Background: an optimization exercise with open tools, aiming at small area, a short achievable clock period and few clock cycles. Do not read the settings as production practice. In this exercise RTL edits were held to simulation tests only and were not proved equivalent to the original. Power is estimated from default activity; no workload was simulated.

==> try-sierra <==
Design top_core, start of the top module:
module top_core #(
	parameter MEM_WIDTH = 16,
	parameter INST_WIDTH = 16
)(
		input logic clk,
		input logic rst,
	output logic [INST_WIDTH-1:0] imem_addr,
	input logic [31:0] imem_rdata,
	output logic [MEM_WIDTH-1:0] dmem_addr,
	output logic [31:0] dmem_wdata,
	output logic dmem_we,
	input logic [31:0] dmem_rdata,
	input logic in_valid,
	input logic [31:0] in_data,
	output logic in_ready,
	output logic out_valid,
	output logic [31:0] out_data,
	output logic out_byte
);
==> flow/config.mk <==
export PLATFORM = sky130hd
export DESIGN_NAME = top_core
export DESIGN_NICKNAME = top_core
export VERILOG_FILES = /design/flow/design.v
export SDC_FILE = /design/flow/constraint.sdc
export NUM_CORES = 4
export LEC_CHECK = 0
export CAP_MARGIN = 20
export CELL_PAD_IN_SITES_DETAIL_PLACEMENT = 1
export CELL_PAD_IN_SITES_GLOBAL_PLACEMENT = 2
export CORE_MARGIN = 2
export CORE_UTILIZATION = 50
export CTS_CLUSTER_DIAMETER = 50
export CTS_CLUSTER_SIZE = 20
export PLACE_DENSITY = 0.7
export SETUP_SLACK_MARGIN = 5
export SLEW_MARGIN = 20
==> flow/constraint.sdc <==
create_clock -name core_clock -period 10.0 [get_ports {clk}]
set_input_delay 2.0000 -clock core_clock [delete_from_list [all_inputs] [get_ports {clk}]]
set_output_delay 2.0000 -clock core_clock [all_outputs]
set_load 0.01 [all_outputs]
run.sh (not shown) runs the stock make flow with config.mk's settings and CLKGATE_MAP_FILE= SYNTH_SCRIPT=/design/flow/synth_recipe.tcl, a recipe that flattens the netlist after the stock synthesis.
==> try-harbor (differences from try-sierra) <==
--- a/flow/design.v
+++ b/flow/design.v
@@ -80,17 +80,20 @@
 	logic vfetch;
 	assign imem_addr = pcF;
 	logic vD2;
 	logic [31:0] ir;
 	logic [15:0] pcD2;
 	logic [5:0] idA, idB;
+	logic [7:0] loA, loB;    
+	logic [7:0] hiA, hiB;    
 	logic useA, useB;
 	logic vE;
 	logic [31:0] opA, opB;
 	logic [15:0] immE, tgtE;
 	logic [4:0] shE;
+	logic bImmE, immSxE, immHiE, revE;
 	logic cinE, selSumE, selAndE, selOrE, selBE, selAE, selShlE, selShrE, negE, absE;
 	logic brEqE, brNeE, brGeE, brGtE, brLeE, brFcE, jrE, ldE, stE, inE, outE, outByteE;
 	logic cmpEqE, cmpLtE, cmpLeE;
 	logic wenE;
 	logic [5:0] widE;
 	logic vM, vW;
@@ -145,26 +148,25 @@
 	assign op2 = ir[31:26];
 	assign fn2 = ir[5:0];
 	assign imm2 = ir[15:0];
 	logic wen2;
 	logic [5:0] wid2;
 	logic selSum2, selAnd2, selOr2, selB2, selA2, selShl2, selShr2, neg2, abs2;
-	logic bImm2, invB2, rev2;
-	logic [31:0] immVal2;
+	logic bImm2, invB2, rev2, immSx2, immHi2, link2;
 	logic brEq2, brNe2, brGe2, brGt2, brLe2, brFc2, jr2, ld2, st2, in2, out2, jmp2;
 	logic cmpEq2, cmpLt2, cmpLe2;
 	logic [15:0] pcInc2, pcOff2, tgtD2;
 	assign pcInc2 = pcD2 + 16'd1;
 	assign pcOff2 = pcD2 + imm2;
 	assign tgtD2 = (op2 == OP_J) ? imm2 : pcOff2;
 	always_comb begin
 		wen2 = 1'b0;
 		wid2 = {1'b0, ir[20:16]};
 		selSum2 = 1'b0; selAnd2 = 1'b0; selOr2 = 1'b0; selB2 = 1'b0; selA2 = 1'b0;
 		selShl2 = 1'b0; selShr2 = 1'b0; neg2 = 1'b0; abs2 = 1'b0;
-		bImm2 = 1'b0; invB2 = 1'b0; rev2 = 1'b0; immVal2 = 32'd0;
+		bImm2 = 1'b0; invB2 = 1'b0; rev2 = 1'b0; immSx2 = 1'b0; immHi2 = 1'b0; link2 = 1'b0;
 		brEq2 = 1'b0; brNe2 = 1'b0; brGe2 = 1'b0; brGt2 = 1'b0; brLe2 = 1'b0; brFc2 = 1'b0;
 		jr2 = 1'b0; ld2 = 1'b0; st2 = 1'b0; in2 = 1'b0; out2 = 1'b0; jmp2 = 1'b0;
 		cmpEq2 = 1'b0; cmpLt2 = 1'b0; cmpLe2 = 1'b0;
 		case (op2)
 			OP_SPECIAL: begin
 				case (fn2)
@@ -174,22 +176,22 @@
 					FUNCT_OR:  begin wen2 = 1'b1; selOr2 = 1'b1; end
 					FUNCT_SLL: begin wen2 = 1'b1; selShl2 = 1'b1; end
 					FUNCT_SRL: begin wen2 = 1'b1; selShr2 = 1'b1; rev2 = 1'b1; end
 					FUNCT_JR:  jr2 = 1'b1;
 					FUNCT_JALR: begin
 						jr2 = 1'b1; wen2 = 1'b1; selB2 = 1'b1;
-						bImm2 = 1'b1; immVal2 = {16'd0, pcInc2};
+						bImm2 = 1'b1; link2 = 1'b1;
 					end
 					default: ;
 				endcase
 				wid2 = {1'b0, ir[15:11]};
 			end
-			OP_ADDI: begin wen2 = 1'b1; selSum2 = 1'b1; bImm2 = 1'b1; immVal2 = {{16{imm2[15]}}, imm2}; end
-			OP_ANDI: begin wen2 = 1'b1; selAnd2 = 1'b1; bImm2 = 1'b1; immVal2 = {16'd0, imm2}; end
-			OP_ORI:  begin wen2 = 1'b1; selOr2 = 1'b1; bImm2 = 1'b1; immVal2 = {16'd0, imm2}; end
-			OP_LUI:  begin wen2 = 1'b1; selB2 = 1'b1; bImm2 = 1'b1; immVal2 = {imm2, 16'd0}; end
+			OP_ADDI: begin wen2 = 1'b1; selSum2 = 1'b1; bImm2 = 1'b1; immSx2 = 1'b1; end
+			OP_ANDI: begin wen2 = 1'b1; selAnd2 = 1'b1; bImm2 = 1'b1; end
+			OP_ORI:  begin wen2 = 1'b1; selOr2 = 1'b1; bImm2 = 1'b1; end
+			OP_LUI:  begin wen2 = 1'b1; selB2 = 1'b1; bImm2 = 1'b1; immHi2 = 1'b1; end
 			OP_IN:   begin wen2 = 1'b1; in2 = 1'b1; end
 			OP_OUT:  out2 = 1'b1;
 			OP_LW:   begin wen2 = 1'b1; ld2 = 1'b1; end
 			OP_FLW:  begin wen2 = 1'b1; ld2 = 1'b1; wid2 = {1'b1, ir[20:16]}; end
 			OP_SW, OP_FSW: st2 = 1'b1;
 			OP_BEQ:  brEq2 = 1'b1;
@@ -198,13 +200,13 @@
 			OP_BGTZ: brGt2 = 1'b1;
 			OP_BLEZ: brLe2 = 1'b1;
 			OP_FBCT: brFc2 = 1'b1;
 			OP_J:    jmp2 = 1'b1;
 			OP_JAL:  begin
 				jmp2 = 1'b1; wen2 = 1'b1; wid2 = {1'b0, 5'd31};
-				selB2 = 1'b1; bImm2 = 1'b1; immVal2 = {16'd0, pcInc2};
+				selB2 = 1'b1; bImm2 = 1'b1; link2 = 1'b1;
 			end
 			OP_MTFC: begin
 				wen2 = 1'b1;
 				if (ir[25:21] == 5'd0) begin
 					selA2 = 1'b1;
 				end else begin
@@ -225,14 +227,31 @@
 				endcase
 			end
 			default: ;
 		endcase
 	end
 	logic [31:0] rfA, rfB;
-	assign rfA = rf[idA];
-	assign rfB = rf[idB];
+	logic [7:0][31:0] grpA, grpB;
+	always_comb begin
+		for (int k = 0; k < 8; k++) begin
+			grpA[k] = 32'd0;
+			grpB[k] = 32'd0;
+			for (int j = 0; j < 8; j++) begin
+				grpA[k] = grpA[k] | (rf[8*k+j] & {32{loA[j]}});
+				grpB[k] = grpB[k] | (rf[8*k+j] & {32{loB[j]}});
+			end
+		end
+	end
+	always_comb begin
+		rfA = 32'd0;
+		rfB = 32'd0;
+		for (int k = 0; k < 8; k++) begin
+			rfA = rfA | (grpA[k] & {32{hiA[k]}});
+			rfB = rfB | (grpB[k] & {32{hiB[k]}});
+		end
+	end
 	logic [31:0] resE;
 	logic [31:0] wdW;
 	assign wdW = ldW ? dmem_rdata : resW;
 	logic hEA, hMA, hWA, hEB, hMB, hWB;
 	assign hWA = vW & wenW & (widW == idA);
 	assign hWB = vW & wenW & (widW == idB);
@@ -252,31 +271,35 @@
 		else fwdB = rfB;
 	end
 	logic stall;
 	assign stall = vD2 & (((ldE | inE) & ((useA & hEA) | (useB & hEB))) |
 	                      (ldM & ((useA & ~hEA & hMA) | (useB & ~hEB & hMB))) |
 	                      (ldW & ((useA & ~hEA & ~hMA & hWA) | (useB & ~hEB & ~hMB & hWB))));
+	logic [31:0] bE, bAddE;
+	assign bE = bImmE ? (immHiE ? {immE, 16'd0} : {{16{immSxE & immE[15]}}, immE}) : opB;
+	assign bAddE = bE ^ {32{cinE}};
 	logic [32:0] sumE;
-	assign sumE = {1'b0, opA} + {1'b0, opB} + {32'd0, cinE};
+	assign sumE = {1'b0, opA} + {1'b0, bAddE} + {32'd0, cinE};
 	logic eq31, ge31, sgnEq, eqvE, geuE, takenE;
 	assign eq31 = opA[30:0] == opB[30:0];
 	assign ge31 = opA[30:0] >= opB[30:0];
 	assign sgnEq = opA[31] == opB[31];
 	assign eqvE = eq31 & sgnEq;
 	assign geuE = (opA[31] & ~opB[31]) | (sgnEq & ge31);
 	logic fcEq, fcLt;
 	fpu fpu(.data_a(opA), .data_b(opB), .mag_eq(eq31), .mag_ge(ge31), .eq(fcEq), .lt(fcLt));
 	assign takenE = (brEqE & eqvE) | (brNeE & ~eqvE) | (brGeE & geuE) | (brGtE & geuE & ~eqvE) |
 	                (brLeE & (~geuE | eqvE)) | (brFcE & flag);
-	logic [31:0] shlE, shrE;
-	assign shlE = opB << shE;
+	logic [31:0] shlE, shrE, shInE;
+	always_comb for (int i = 0; i < 32; i++) shInE[i] = revE ? opB[31-i] : opB[i];
+	assign shlE = shInE << shE;
 	always_comb for (int i = 0; i < 32; i++) shrE[i] = shlE[31-i];
 	assign resE = ({32{selSumE}} & sumE[31:0]) |
-	              ({32{selAndE}} & (opA & opB)) |
-	              ({32{selOrE}} & (opA | opB)) |
-	              ({32{selBE}} & opB) |
+	              ({32{selAndE}} & (opA & bE)) |
+	              ({32{selOrE}} & (opA | bE)) |
+	              ({32{selBE}} & bE) |
 	              ({32{selAE}} & {(opA[31] & ~absE) ^ negE, opA[30:0]}) |
 	              ({32{selShlE}} & shlE) |
 	              ({32{selShrE}} & shrE);
 	logic inFail, jumpE, mD2, mD1, mF, eRedir, eKillD2, eKillD1;
 	assign in_ready = vE & inE;
 	assign inFail = vE & inE & ~in_valid;
@@ -288,14 +311,19 @@
 	assign mF = (pcF == tgtSelE);
 	assign eRedir = inFail | (jumpE & ~mD2 & (stall | (~mD1 & ~mF)));
 	assign eKillD2 = jumpE & ~mD2 & ~stall & (mD1 | mF);
 	assign eKillD1 = jumpE & ~mD2 & ~stall & ~mD1 & mF;
 	logic dJump, dmD1, dmF, dRedir, dKillD1;
 	assign dJump = vD2 & jmp2 & ~eKillD2 & ~eRedir;
-	assign dmD1 = vD1 & (pcD1 == tgtD2);
-	assign dmF = (pcF == tgtD2);
+	logic [15:0] pcInc2b;
+	logic tgt1, tgt2;
+	assign pcInc2b = pcD2 + 16'd2;
+	assign tgt1 = (op2 == OP_J) ? (imm2 == pcInc2) : (imm2 == 16'd1);
+	assign tgt2 = (op2 == OP_J) ? (imm2 == pcInc2b) : (imm2 == 16'd2);
+	assign dmD1 = vD1 & (pcD1 == pcInc2) & tgt1;
+	assign dmF = (pcF == pcInc2b) & tgt2;
 	assign dRedir = dJump & ~dmD1 & ~dmF;
 	assign dKillD1 = dJump & ~dmD1 & dmF;
 	always_ff @(posedge clk) begin
 		if (rst) pcF <= 16'd0;
 		else if (eRedir) pcF <= tgtSelE;
 		else if (dRedir) pcF <= tgtD2;
@@ -307,21 +335,26 @@
 		else if (!stall) vD2 <= vD1 & ~eKillD1 & ~dKillD1;
 		if (!stall) begin
 			ir <= insD1;
 			pcD2 <= pcD1;
 			idA <= idA1;
 			idB <= idB1;
+			for (int j = 0; j < 8; j++) begin
+				loA[j] <= idA1[2:0] == 3'(j);
+				loB[j] <= idB1[2:0] == 3'(j);
+				hiA[j] <= idA1[5:3] == 3'(j);
+				hiB[j] <= idB1[5:3] == 3'(j);
+			end
 			useA <= useA1;
 			useB <= useB1;
 		end
 		vE <= !rst && !eRedir && !eKillD2 && vD2 && !stall;
 		opA <= fwdA;
-		if (bImm2) opB <= immVal2;
-		else if (rev2) for (int i = 0; i < 32; i++) opB[i] <= fwdB[31-i];
-		else opB <= fwdB ^ {32{invB2}};
-		immE <= imm2;
+		opB <= fwdB;
+		immE <= link2 ? pcInc2 : imm2;
+		bImmE <= bImm2; immSxE <= immSx2; immHiE <= immHi2; revE <= rev2;
 		tgtE <= in2 ? pcD2 : pcOff2;
 		shE <= ir[10:6];
 		cinE <= invB2;
 		selSumE <= selSum2; selAndE <= selAnd2; selOrE <= selOr2; selBE <= selB2; selAE <= selA2;
 		selShlE <= selShl2; selShrE <= selShr2; negE <= neg2; absE <= abs2;
 		brEqE <= brEq2; brNeE <= brNe2; brGeE <= brGe2; brGtE <= brGt2; brLeE <= brLe2; brFcE <= brFc2;
==> flow/flow/run.sh (new file) <==
#!/bin/bash
export SETUP_SLACK_MARGIN=6.5
bash standard.sh > standard.log 2>&1
status=$?
exit $status
==> flow/standard.sh (new file) <==
#!/bin/bash
# synth_recipe.tcl (not shown) runs the flow's synth.tcl, then flattens the netlist and writes it again
# the make line also repeats each setting of config.mk as NAME=value (left out here)
make -C /OpenROAD-flow-scripts/flow DESIGN_CONFIG=/design/flow/config.mk WORK_HOME=/design/flow/orfs CLKGATE_MAP_FILE= SYNTH_SCRIPT=/design/flow/synth_recipe.tcl "${@:-finish}"
CORE_UTILIZATION = 58   (was 50)
CTS_CLUSTER_DIAMETER = 80   (was 50)
CTS_CLUSTER_SIZE = 25   (was 20)
PLACE_DENSITY = 0.78   (was 0.7)
SETUP_SLACK_MARGIN = not set   (was 5)
removed: flow/run.sh
==> try-onyx (differences from try-sierra) <==
--- a/flow/design.v
+++ b/flow/design.v
@@ -80,17 +80,20 @@
 	logic vfetch;
 	assign imem_addr = pcF;
 	logic vD2;
 	logic [31:0] ir;
 	logic [15:0] pcD2;
 	logic [5:0] idA, idB;
+	logic [7:0] loA, loB;    
+	logic [7:0] hiA, hiB;    
 	logic useA, useB;
 	logic vE;
 	logic [31:0] opA, opB;
 	logic [15:0] immE, tgtE;
 	logic [4:0] shE;
+	logic bImmE, immSxE, immHiE, revE;
 	logic cinE, selSumE, selAndE, selOrE, selBE, selAE, selShlE, selShrE, negE, absE;
 	logic brEqE, brNeE, brGeE, brGtE, brLeE, brFcE, jrE, ldE, stE, inE, outE, outByteE;
 	logic cmpEqE, cmpLtE, cmpLeE;
 	logic wenE;
 	logic [5:0] widE;
 	logic vM, vW;
@@ -145,26 +148,25 @@
 	assign op2 = ir[31:26];
 	assign fn2 = ir[5:0];
 	assign imm2 = ir[15:0];
 	logic wen2;
 	logic [5:0] wid2;
 	logic selSum2, selAnd2, selOr2, selB2, selA2, selShl2, selShr2, neg2, abs2;
-	logic bImm2, invB2, rev2;
-	logic [31:0] immVal2;
+	logic bImm2, invB2, rev2, immSx2, immHi2, link2;
 	logic brEq2, brNe2, brGe2, brGt2, brLe2, brFc2, jr2, ld2, st2, in2, out2, jmp2;
 	logic cmpEq2, cmpLt2, cmpLe2;
 	logic [15:0] pcInc2, pcOff2, tgtD2;
 	assign pcInc2 = pcD2 + 16'd1;
 	assign pcOff2 = pcD2 + imm2;
 	assign tgtD2 = (op2 == OP_J) ? imm2 : pcOff2;
 	always_comb begin
 		wen2 = 1'b0;
 		wid2 = {1'b0, ir[20:16]};
 		selSum2 = 1'b0; selAnd2 = 1'b0; selOr2 = 1'b0; selB2 = 1'b0; selA2 = 1'b0;
 		selShl2 = 1'b0; selShr2 = 1'b0; neg2 = 1'b0; abs2 = 1'b0;
-		bImm2 = 1'b0; invB2 = 1'b0; rev2 = 1'b0; immVal2 = 32'd0;
+		bImm2 = 1'b0; invB2 = 1'b0; rev2 = 1'b0; immSx2 = 1'b0; immHi2 = 1'b0; link2 = 1'b0;
 		brEq2 = 1'b0; brNe2 = 1'b0; brGe2 = 1'b0; brGt2 = 1'b0; brLe2 = 1'b0; brFc2 = 1'b0;
 		jr2 = 1'b0; ld2 = 1'b0; st2 = 1'b0; in2 = 1'b0; out2 = 1'b0; jmp2 = 1'b0;
 		cmpEq2 = 1'b0; cmpLt2 = 1'b0; cmpLe2 = 1'b0;
 		case (op2)
 			OP_SPECIAL: begin
 				case (fn2)
@@ -174,22 +176,22 @@
 					FUNCT_OR:  begin wen2 = 1'b1; selOr2 = 1'b1; end
 					FUNCT_SLL: begin wen2 = 1'b1; selShl2 = 1'b1; end
 					FUNCT_SRL: begin wen2 = 1'b1; selShr2 = 1'b1; rev2 = 1'b1; end
 					FUNCT_JR:  jr2 = 1'b1;
 					FUNCT_JALR: begin
 						jr2 = 1'b1; wen2 = 1'b1; selB2 = 1'b1;
-						bImm2 = 1'b1; immVal2 = {16'd0, pcInc2};
+						bImm2 = 1'b1; link2 = 1'b1;
 					end
 					default: ;
 				endcase
 				wid2 = {1'b0, ir[15:11]};
 			end
-			OP_ADDI: begin wen2 = 1'b1; selSum2 = 1'b1; bImm2 = 1'b1; immVal2 = {{16{imm2[15]}}, imm2}; end
-			OP_ANDI: begin wen2 = 1'b1; selAnd2 = 1'b1; bImm2 = 1'b1; immVal2 = {16'd0, imm2}; end
-			OP_ORI:  begin wen2 = 1'b1; selOr2 = 1'b1; bImm2 = 1'b1; immVal2 = {16'd0, imm2}; end
-			OP_LUI:  begin wen2 = 1'b1; selB2 = 1'b1; bImm2 = 1'b1; immVal2 = {imm2, 16'd0}; end
+			OP_ADDI: begin wen2 = 1'b1; selSum2 = 1'b1; bImm2 = 1'b1; immSx2 = 1'b1; end
+			OP_ANDI: begin wen2 = 1'b1; selAnd2 = 1'b1; bImm2 = 1'b1; end
+			OP_ORI:  begin wen2 = 1'b1; selOr2 = 1'b1; bImm2 = 1'b1; end
+			OP_LUI:  begin wen2 = 1'b1; selB2 = 1'b1; bImm2 = 1'b1; immHi2 = 1'b1; end
 			OP_IN:   begin wen2 = 1'b1; in2 = 1'b1; end
 			OP_OUT:  out2 = 1'b1;
 			OP_LW:   begin wen2 = 1'b1; ld2 = 1'b1; end
 			OP_FLW:  begin wen2 = 1'b1; ld2 = 1'b1; wid2 = {1'b1, ir[20:16]}; end
 			OP_SW, OP_FSW: st2 = 1'b1;
 			OP_BEQ:  brEq2 = 1'b1;
@@ -198,13 +200,13 @@
 			OP_BGTZ: brGt2 = 1'b1;
 			OP_BLEZ: brLe2 = 1'b1;
 			OP_FBCT: brFc2 = 1'b1;
 			OP_J:    jmp2 = 1'b1;
 			OP_JAL:  begin
 				jmp2 = 1'b1; wen2 = 1'b1; wid2 = {1'b0, 5'd31};
-				selB2 = 1'b1; bImm2 = 1'b1; immVal2 = {16'd0, pcInc2};
+				selB2 = 1'b1; bImm2 = 1'b1; link2 = 1'b1;
 			end
 			OP_MTFC: begin
 				wen2 = 1'b1;
 				if (ir[25:21] == 5'd0) begin
 					selA2 = 1'b1;
 				end else begin
@@ -225,14 +227,31 @@
 				endcase
 			end
 			default: ;
 		endcase
 	end
 	logic [31:0] rfA, rfB;
-	assign rfA = rf[idA];
-	assign rfB = rf[idB];
+	logic [7:0][31:0] grpA, grpB;
+	always_comb begin
+		for (int k = 0; k < 8; k++) begin
+			grpA[k] = 32'd0;
+			grpB[k] = 32'd0;
+			for (int j = 0; j < 8; j++) begin
+				grpA[k] = grpA[k] | (rf[8*k+j] & {32{loA[j]}});
+				grpB[k] = grpB[k] | (rf[8*k+j] & {32{loB[j]}});
+			end
+		end
+	end
+	always_comb begin
+		rfA = 32'd0;
+		rfB = 32'd0;
+		for (int k = 0; k < 8; k++) begin
+			rfA = rfA | (grpA[k] & {32{hiA[k]}});
+			rfB = rfB | (grpB[k] & {32{hiB[k]}});
+		end
+	end
 	logic [31:0] resE;
 	logic [31:0] wdW;
 	assign wdW = ldW ? dmem_rdata : resW;
 	logic hEA, hMA, hWA, hEB, hMB, hWB;
 	assign hWA = vW & wenW & (widW == idA);
 	assign hWB = vW & wenW & (widW == idB);
@@ -252,31 +271,35 @@
 		else fwdB = rfB;
 	end
 	logic stall;
 	assign stall = vD2 & (((ldE | inE) & ((useA & hEA) | (useB & hEB))) |
 	                      (ldM & ((useA & ~hEA & hMA) | (useB & ~hEB & hMB))) |
 	                      (ldW & ((useA & ~hEA & ~hMA & hWA) | (useB & ~hEB & ~hMB & hWB))));
+	logic [31:0] bE, bAddE;
+	assign bE = bImmE ? (immHiE ? {immE, 16'd0} : {{16{immSxE & immE[15]}}, immE}) : opB;
+	assign bAddE = bE ^ {32{cinE}};
 	logic [32:0] sumE;
-	assign sumE = {1'b0, opA} + {1'b0, opB} + {32'd0, cinE};
+	assign sumE = {1'b0, opA} + {1'b0, bAddE} + {32'd0, cinE};
 	logic eq31, ge31, sgnEq, eqvE, geuE, takenE;
 	assign eq31 = opA[30:0] == opB[30:0];
 	assign ge31 = opA[30:0] >= opB[30:0];
 	assign sgnEq = opA[31] == opB[31];
 	assign eqvE = eq31 & sgnEq;
 	assign geuE = (opA[31] & ~opB[31]) | (sgnEq & ge31);
 	logic fcEq, fcLt;
 	fpu fpu(.data_a(opA), .data_b(opB), .mag_eq(eq31), .mag_ge(ge31), .eq(fcEq), .lt(fcLt));
 	assign takenE = (brEqE & eqvE) | (brNeE & ~eqvE) | (brGeE & geuE) | (brGtE & geuE & ~eqvE) |
 	                (brLeE & (~geuE | eqvE)) | (brFcE & flag);
-	logic [31:0] shlE, shrE;
-	assign shlE = opB << shE;
+	logic [31:0] shlE, shrE, shInE;
+	always_comb for (int i = 0; i < 32; i++) shInE[i] = revE ? opB[31-i] : opB[i];
+	assign shlE = shInE << shE;
 	always_comb for (int i = 0; i < 32; i++) shrE[i] = shlE[31-i];
 	assign resE = ({32{selSumE}} & sumE[31:0]) |
-	              ({32{selAndE}} & (opA & opB)) |
-	              ({32{selOrE}} & (opA | opB)) |
-	              ({32{selBE}} & opB) |
+	              ({32{selAndE}} & (opA & bE)) |
+	              ({32{selOrE}} & (opA | bE)) |
+	              ({32{selBE}} & bE) |
 	              ({32{selAE}} & {(opA[31] & ~absE) ^ negE, opA[30:0]}) |
 	              ({32{selShlE}} & shlE) |
 	              ({32{selShrE}} & shrE);
 	logic inFail, jumpE, mD2, mD1, mF, eRedir, eKillD2, eKillD1;
 	assign in_ready = vE & inE;
 	assign inFail = vE & inE & ~in_valid;
@@ -288,14 +311,19 @@
 	assign mF = (pcF == tgtSelE);
 	assign eRedir = inFail | (jumpE & ~mD2 & (stall | (~mD1 & ~mF)));
 	assign eKillD2 = jumpE & ~mD2 & ~stall & (mD1 | mF);
 	assign eKillD1 = jumpE & ~mD2 & ~stall & ~mD1 & mF;
 	logic dJump, dmD1, dmF, dRedir, dKillD1;
 	assign dJump = vD2 & jmp2 & ~eKillD2 & ~eRedir;
-	assign dmD1 = vD1 & (pcD1 == tgtD2);
-	assign dmF = (pcF == tgtD2);
+	logic [15:0] pcInc2b;
+	logic tgt1, tgt2;
+	assign pcInc2b = pcD2 + 16'd2;
+	assign tgt1 = (op2 == OP_J) ? (imm2 == pcInc2) : (imm2 == 16'd1);
+	assign tgt2 = (op2 == OP_J) ? (imm2 == pcInc2b) : (imm2 == 16'd2);
+	assign dmD1 = vD1 & (pcD1 == pcInc2) & tgt1;
+	assign dmF = (pcF == pcInc2b) & tgt2;
 	assign dRedir = dJump & ~dmD1 & ~dmF;
 	assign dKillD1 = dJump & ~dmD1 & dmF;
 	always_ff @(posedge clk) begin
 		if (rst) pcF <= 16'd0;
 		else if (eRedir) pcF <= tgtSelE;
 		else if (dRedir) pcF <= tgtD2;
@@ -307,21 +335,26 @@
 		else if (!stall) vD2 <= vD1 & ~eKillD1 & ~dKillD1;
 		if (!stall) begin
 			ir <= insD1;
 			pcD2 <= pcD1;
 			idA <= idA1;
 			idB <= idB1;
+			for (int j = 0; j < 8; j++) begin
+				loA[j] <= idA1[2:0] == 3'(j);
+				loB[j] <= idB1[2:0] == 3'(j);
+				hiA[j] <= idA1[5:3] == 3'(j);
+				hiB[j] <= idB1[5:3] == 3'(j);
+			end
 			useA <= useA1;
 			useB <= useB1;
 		end
 		vE <= !rst && !eRedir && !eKillD2 && vD2 && !stall;
 		opA <= fwdA;
-		if (bImm2) opB <= immVal2;
-		else if (rev2) for (int i = 0; i < 32; i++) opB[i] <= fwdB[31-i];
-		else opB <= fwdB ^ {32{invB2}};
-		immE <= imm2;
+		opB <= fwdB;
+		immE <= link2 ? pcInc2 : imm2;
+		bImmE <= bImm2; immSxE <= immSx2; immHiE <= immHi2; revE <= rev2;
 		tgtE <= in2 ? pcD2 : pcOff2;
 		shE <= ir[10:6];
 		cinE <= invB2;
 		selSumE <= selSum2; selAndE <= selAnd2; selOrE <= selOr2; selBE <= selB2; selAE <= selA2;
 		selShlE <= selShl2; selShrE <= selShr2; negE <= neg2; absE <= abs2;
 		brEqE <= brEq2; brNeE <= brNe2; brGeE <= brGe2; brGtE <= brGt2; brLeE <= brLe2; brFcE <= brFc2;
==> flow/flow/run.sh (new file) <==
#!/bin/bash
export SETUP_SLACK_MARGIN=6.8
bash standard.sh > standard.log 2>&1
status=$?
exit $status
==> flow/standard.sh (new file) <==
#!/bin/bash
# synth_recipe.tcl (not shown) runs the flow's synth.tcl, then flattens the netlist and writes it again
# the make line also repeats each setting of config.mk as NAME=value (left out here)
make -C /OpenROAD-flow-scripts/flow DESIGN_CONFIG=/design/flow/config.mk WORK_HOME=/design/flow/orfs CLKGATE_MAP_FILE= SYNTH_SCRIPT=/design/flow/synth_recipe.tcl "${@:-finish}"
CTS_CLUSTER_DIAMETER = 80   (was 50)
CTS_CLUSTER_SIZE = 25   (was 20)
SETUP_SLACK_MARGIN = not set   (was 5)
removed: flow/run.sh
==> comparison <==
Total power, lowest first: try-harbor, try-onyx, try-sierra. Via count: try-sierra < try-onyx < try-harbor. Clock skew, highest first: try-onyx, try-harbor, try-sierra. Between try-harbor and try-onyx, the lower global-route usage is in try-onyx (gap 7.1 points). Setup slack, highest first: try-onyx, try-harbor, try-sierra. Of try-sierra and try-harbor, try-sierra has the higher worst hold slack (gap 0.020 ns). In flip-flop and latch count, try-onyx and try-harbor do not differ. Of try-onyx and try-sierra, try-sierra has the higher area after synthesis (gap about 7%, measured against try-sierra). Clock power: try-harbor < try-onyx < try-sierra.
Testbench counts of try-sierra, summed over its fixed seeds: cycles 38,788.
Testbench counts of try-harbor, summed over its fixed seeds: cycles 38,788.
Testbench counts of try-onyx, summed over its fixed seeds: cycles 38,788.

==> port drivers added, routing unchanged <==
The results above use ideal ports. As a check the final layouts listed here were re-extracted and re-timed, cells and wires unchanged. Step 1, drivers: a clkbuf_16 drives clk and a buf_2 each remaining input, both assumed. Step 2 adds t to the input delays and takes it off the output delays; t is the mean of the earliest and latest rising clock arrival at the registers after step 1. Input paths then give back, and output paths get back, about the clock's delay inside the block. a / b / c = no drivers / after step 1 / after step 2; a / b = the first two.
run	t (ns)	setup slack, ns	worst setup path after step 2	latest minus earliest clock arrival (ns)
try-sierra	1.046	5.010 / 5.010 / 5.010	register to register	0.073 / 0.073
try-harbor	0.958	6.031 / 6.031 / 5.655	input to register	0.075 / 0.074
try-onyx	0.957	6.103 / 6.103 / 5.913	input to register	0.090 / 0.090
After both steps setup and hold are still met in every run listed. The setup slack of try-harbor, which loses most, moves by 0.000 ns with the drivers and by -0.376 ns with both steps.
